From an optimization exercise on the open Yosys and OpenROAD flow, aimed at small area, a short achievable clock period and few clock cycles; shortcuts taken in it are not production practice. In this exercise RTL edits were held to simulation tests only and were not proved equivalent to the original. Power figures rest on the tool's default switching activity, not on a simulated workload.

## dct_top
module dct_top(data_in, clk, rst, dct_en, approx_en, data_out, dct_done);
export LEC_CHECK = 0
export ABC_AREA = 1
export ABC_CLOCK_PERIOD_IN_PS = 4500
export CAP_MARGIN = 20
export CORE_MARGIN = 2
export CORE_UTILIZATION = 60
export CTS_CLUSTER_DIAMETER = 80
export CTS_CLUSTER_SIZE = 30
export SLEW_MARGIN = 20
create_clock -name core_clock -period 15.0 [get_ports {clk}]
standard.sh (not shown) runs the stock make flow with config.mk's settings and CLKGATE_MAP_FILE= SYNTH_SCRIPT=/design/flow/synth_recipe.tcl, a recipe that flattens the netlist after the stock synthesis.
==> flow/flow/run.sh <==
#!/bin/bash
# The standard layout (the standard.sh) with two changes:
#  - the port buffers are buf_2 cells instead of the delay buffers that
#    buffer_ports picks itself;
#  - after the standard synthesis, flow/fixinv.py removes inverters between
#    full adders by choosing each full adder's polarity (a full adder is
#    self-dual); registers and all other cells stay as synthesized.
set -euo pipefail
export BUFFER_PORTS_ARGS="-buffer_cell sky130_fd_sc_hd__buf_2"
NET=$PWD/orfs/results/sky130hd/dct_top/base/1_2_yosys.v
bash standard.sh "$NET" > synth.log 2>&1
python3 flow/fixinv.py "$NET" "$NET.fixed" > fixinv.log 2>&1
cp "$NET" "$NET.orig"
mv "$NET.fixed" "$NET"
bash standard.sh > standard.log 2>&1
==> flow/flow/fixinv.py <==
#!/usr/bin/env python3
"""Polarity optimisation of a sky130 gate netlist written by Yosys.

A full adder is self-dual: fa(~a, ~b, ~c) = (~sum, ~cout). The adder
extraction of the synthesis leaves inverters between many full adders; this
script chooses, for each full adder, whether it computes its function on
complemented inputs and outputs, so that as few nets as possible need an
inverter, then rebuilds the inverters. Registers and all other cells are left
as they are.

Usage: fixinv.py IN.v OUT.v
"""
import re
import sys
import random
from collections import defaultdict

OUTPINS = {'X', 'Y', 'Q', 'Q_N', 'SUM', 'COUT', 'HI', 'LO'}
INV_RE = re.compile(r'^sky130_fd_sc_hd__(inv|clkinv)_\d+$')
FA_RE = re.compile(r'^sky130_fd_sc_hd__fa_\d+$')


def parse(text):
    m = re.search(r'^module\s+(\w+)\s*\((.*?)\);', text, re.S | re.M)
    start = m.start()
    body_start = m.end()
    end = text.rindex('endmodule')
    body = text[body_start:end]
    cell_re = re.compile(r'^\s*(sky130_fd_sc_hd__\w+)\s+(\S+)\s*\((.*?)\);\s*$', re.S | re.M)
    cells = []
    for cm in cell_re.finditer(body):
        typ, name, pins = cm.group(1), cm.group(2), cm.group(3)
        conns = []
        for pm in re.finditer(r'\.(\w+)\(\s*((?:\\\S+\s)|[^()]*?)\s*\)', pins):
            conns.append([pm.group(1), pm.group(2).strip()])
        cells.append([typ, name, conns])
    decl = cell_re.sub('', body)
    ports = set()
    for line in decl.split('\n'):
        mm = re.match(r'\s*(input|output)\s+(\[(\d+):(\d+)\]\s+)?(\S+);', line)
        if mm:
            nm = mm.group(5)
            if mm.group(2):
                hi, lo = int(mm.group(3)), int(mm.group(4))
                for b in range(min(hi, lo), max(hi, lo) + 1):
                    ports.add(('%s' % mm.group(1), '%s[%d]' % (nm, b)))
            else:
                ports.add((mm.group(1), nm))
    return text[:body_start], decl, cells, text[end:], ports


def main():
    text = open(sys.argv[1]).read()
    head, decl, cells, tail, ports = parse(text)
    inports = {n for d, n in ports if d == 'input'}
    outports = {n for d, n in ports if d == 'output'}

    driver = {}            # net -> (cell index, pin)
    sinks = defaultdict(list)  # net -> [(cell index, pin index)]
    for ci, (typ, name, conns) in enumerate(cells):
        for pi, (pin, net) in enumerate(conns):
            if pin in OUTPINS:
                driver[net] = (ci, pin)
            else:
                sinks[net].append((ci, pi))
    isinv = [bool(INV_RE.match(c[0])) for c in cells]
    isfa = [bool(FA_RE.match(c[0])) for c in cells]
    # inverters and adders that drive ports stay as they are
    for ci, (typ, name, conns) in enumerate(cells):
        for pin, net in conns:
            if pin in OUTPINS and net in outports:
                isinv[ci] = False
                isfa[ci] = False

    def inv_io(ci):
        d = dict(cells[ci][2])
        return d['A'], d['Y']

    roots = [n for n in set(list(driver) + list(inports)) if not (n in driver and isinv[driver[n][0]])]
    groups = {}
    removable = set()
    for r in roots:
        sl = []
        stack = [(r, 0)]
        seen = set()
        while stack:
            n, q = stack.pop()
            if n in seen:
                continue
            seen.add(n)
            for ci, pi in sinks.get(n, []):
                if isinv[ci]:
                    removable.add(ci)
                    a, y = inv_io(ci)
                    stack.append((y, q ^ 1))
                else:
                    sl.append((ci, pi, q))
        groups[r] = sl

    flip = [0] * len(cells)

    def drv_flip(r):
        if r in driver and isfa[driver[r][0]]:
            return flip[driver[r][0]]
        return 0

    def need_of(r):
        fd = drv_flip(r)
        return [(ci, pi) for ci, pi, q in groups[r] if q ^ fd ^ (flip[ci] if isfa[ci] else 0)]

    def cost_root(r):
        fd = drv_flip(r)
        for ci, pi, q in groups[r]:
            if q ^ fd ^ (flip[ci] if isfa[ci] else 0):
                return 1
        return 0

    touch = defaultdict(set)
    for r, sl in groups.items():
        if r in driver and isfa[driver[r][0]]:
            touch[driver[r][0]].add(r)
        for ci, pi, q in sl:
            if isfa[ci]:
                touch[ci].add(r)
    total = sum(cost_root(r) for r in groups)
    before = total
    fas = [ci for ci in range(len(cells)) if isfa[ci]]
    improved = True
    rounds = 0
    while improved and rounds < 50:
        improved = False
        rounds += 1
        random.shuffle(fas)
        for ci in fas:
            rs = touch[ci]
            c0 = sum(cost_root(r) for r in rs)
            flip[ci] ^= 1
            c1 = sum(cost_root(r) for r in rs)
            if c1 < c0:
                total += c1 - c0
                improved = True
            else:
                flip[ci] ^= 1
    # annealing
    import math
    T = 2.0
    for it in range(200000):
        ci = random.choice(fas)
        rs = touch[ci]
        c0 = sum(cost_root(r) for r in rs)
        flip[ci] ^= 1
        c1 = sum(cost_root(r) for r in rs)
        d = c1 - c0
        if d <= 0 or random.random() < math.exp(-d / T):
            total += d
        else:
            flip[ci] ^= 1
        T = max(0.05, 2.0 * (1 - it / 180000))
    sys.stderr.write('inverters: %d (removable %d) -> %d nets inverted, %d adders flipped\n'
                     % (sum(1 for c in cells if INV_RE.match(c[0])), len(removable), total, sum(flip)))
    if len(sys.argv) < 3:
        return
    keepcells = [ci for ci in range(len(cells)) if not (ci in removable)]

    extra = []
    ninv = 0
    needs = {r: set(need_of(r)) for r in groups}
    # the outputs of flipped adders carry the complement: give them new names
    rename = {}
    for ci in range(len(cells)):
        if isfa[ci] and flip[ci]:
            for pc in cells[ci][2]:
                if pc[0] in OUTPINS:
                    old = pc[1]
                    new = 'fixinv_c%d' % len(rename)
                    rename[old] = new
                    pc[1] = new
    extra_c = list(rename.values())
    for r0 in groups:
        need = needs[r0]
        r = rename.get(r0, r0)
        for ci, pi, q in groups[r0]:
            if (ci, pi) not in need:
                cells[ci][2][pi][1] = r
        if need:
            nn = 'fixinv_n%d' % ninv
            k = len(need)
            size = 1 if k <= 4 else (2 if k <= 8 else 4)
            cells.append(['sky130_fd_sc_hd__inv_%d' % size, 'fixinv_i%d' % ninv, [['A', r], ['Y', nn]]])
            keepcells.append(len(cells) - 1)
            extra.append(nn)
            ninv += 1
            for ci, pi in need:
                cells[ci][2][pi][1] = nn
    out = [head.rstrip('\n'), decl.rstrip()]
    for w in extra + extra_c:
        out.append('  wire %s;' % w)
    for ci in keepcells:
        typ, name, conns = cells[ci]
        pins = ',\n'.join('    .%s(%s%s)' % (p, n, ' ' if n.startswith('\\') else '') for p, n in conns)
        out.append('  %s %s (\n%s\n  );' % (typ, name, pins))
    out.append(tail)
    open(sys.argv[2], 'w').write('\n'.join(out))
    sys.stderr.write('inverters now %d\n' % sum(1 for ci in keepcells if INV_RE.match(cells[ci][0])))


if __name__ == '__main__':
    random.seed(1)
    main()
Testbench counts at the start, summed over its fixed seeds: cycles 6,724.
Edit:
--- a/flow/flow/fixinv.py
+++ b/flow/flow/fixinv.py
@@ -81,0 +82 @@
+    invsize = {}
@@ -82,0 +84 @@
+        invsize[r] = 1
@@ -93,0 +96 @@
+                    invsize[r] = max(invsize[r], int(cells[ci][0].rsplit('_', 1)[1]))
@@ -188 +191,4 @@
-            size = 1 if k <= 4 else (2 if k <= 8 else 4)
+            size = 1 if k <= 3 else (2 if k <= 6 else (4 if k <= 12 else 8))
+            size = max(size, min(invsize[r0], 8))
+            if size not in (1, 2, 4, 6, 8):
+                size = 8
- The changed run went through all stages and came out clean
- sequential share of layout area stays flat
- routed wire length decreases by about 0.9%
- cell area stays flat
- clock power is about the same
- total power goes up by about 0.35%
- clock-buffer cell count falls by 5

-- afterwards: timing with drivers on the ports --
In the flow no input, the clock included, has a driving cell. The finished layouts below were timed again as built, in two steps. Step 1 sets driving cells, clkbuf_16 on the clock port and buf_2 on the other inputs (assumed; they add their load-dependent delay and slew). Step 2 also shifts input and output timing later by t, the mid clock arrival at the registers, as if the neighbouring blocks saw the same clock. Three values: no drivers, after step 1, after step 2; two values: the first two.
run	shift t [ns]	setup slack, ns	worst register clock-pin slew, ns	worst data-port slew with drivers (ns)
the first run	0.753	10.383 / 10.383 / 10.383	0.12 / 0.12	0.04
the second run	0.748	10.547 / 10.539 / 10.547	0.11 / 0.11	0.06
After both steps setup and hold are still met in every run listed.
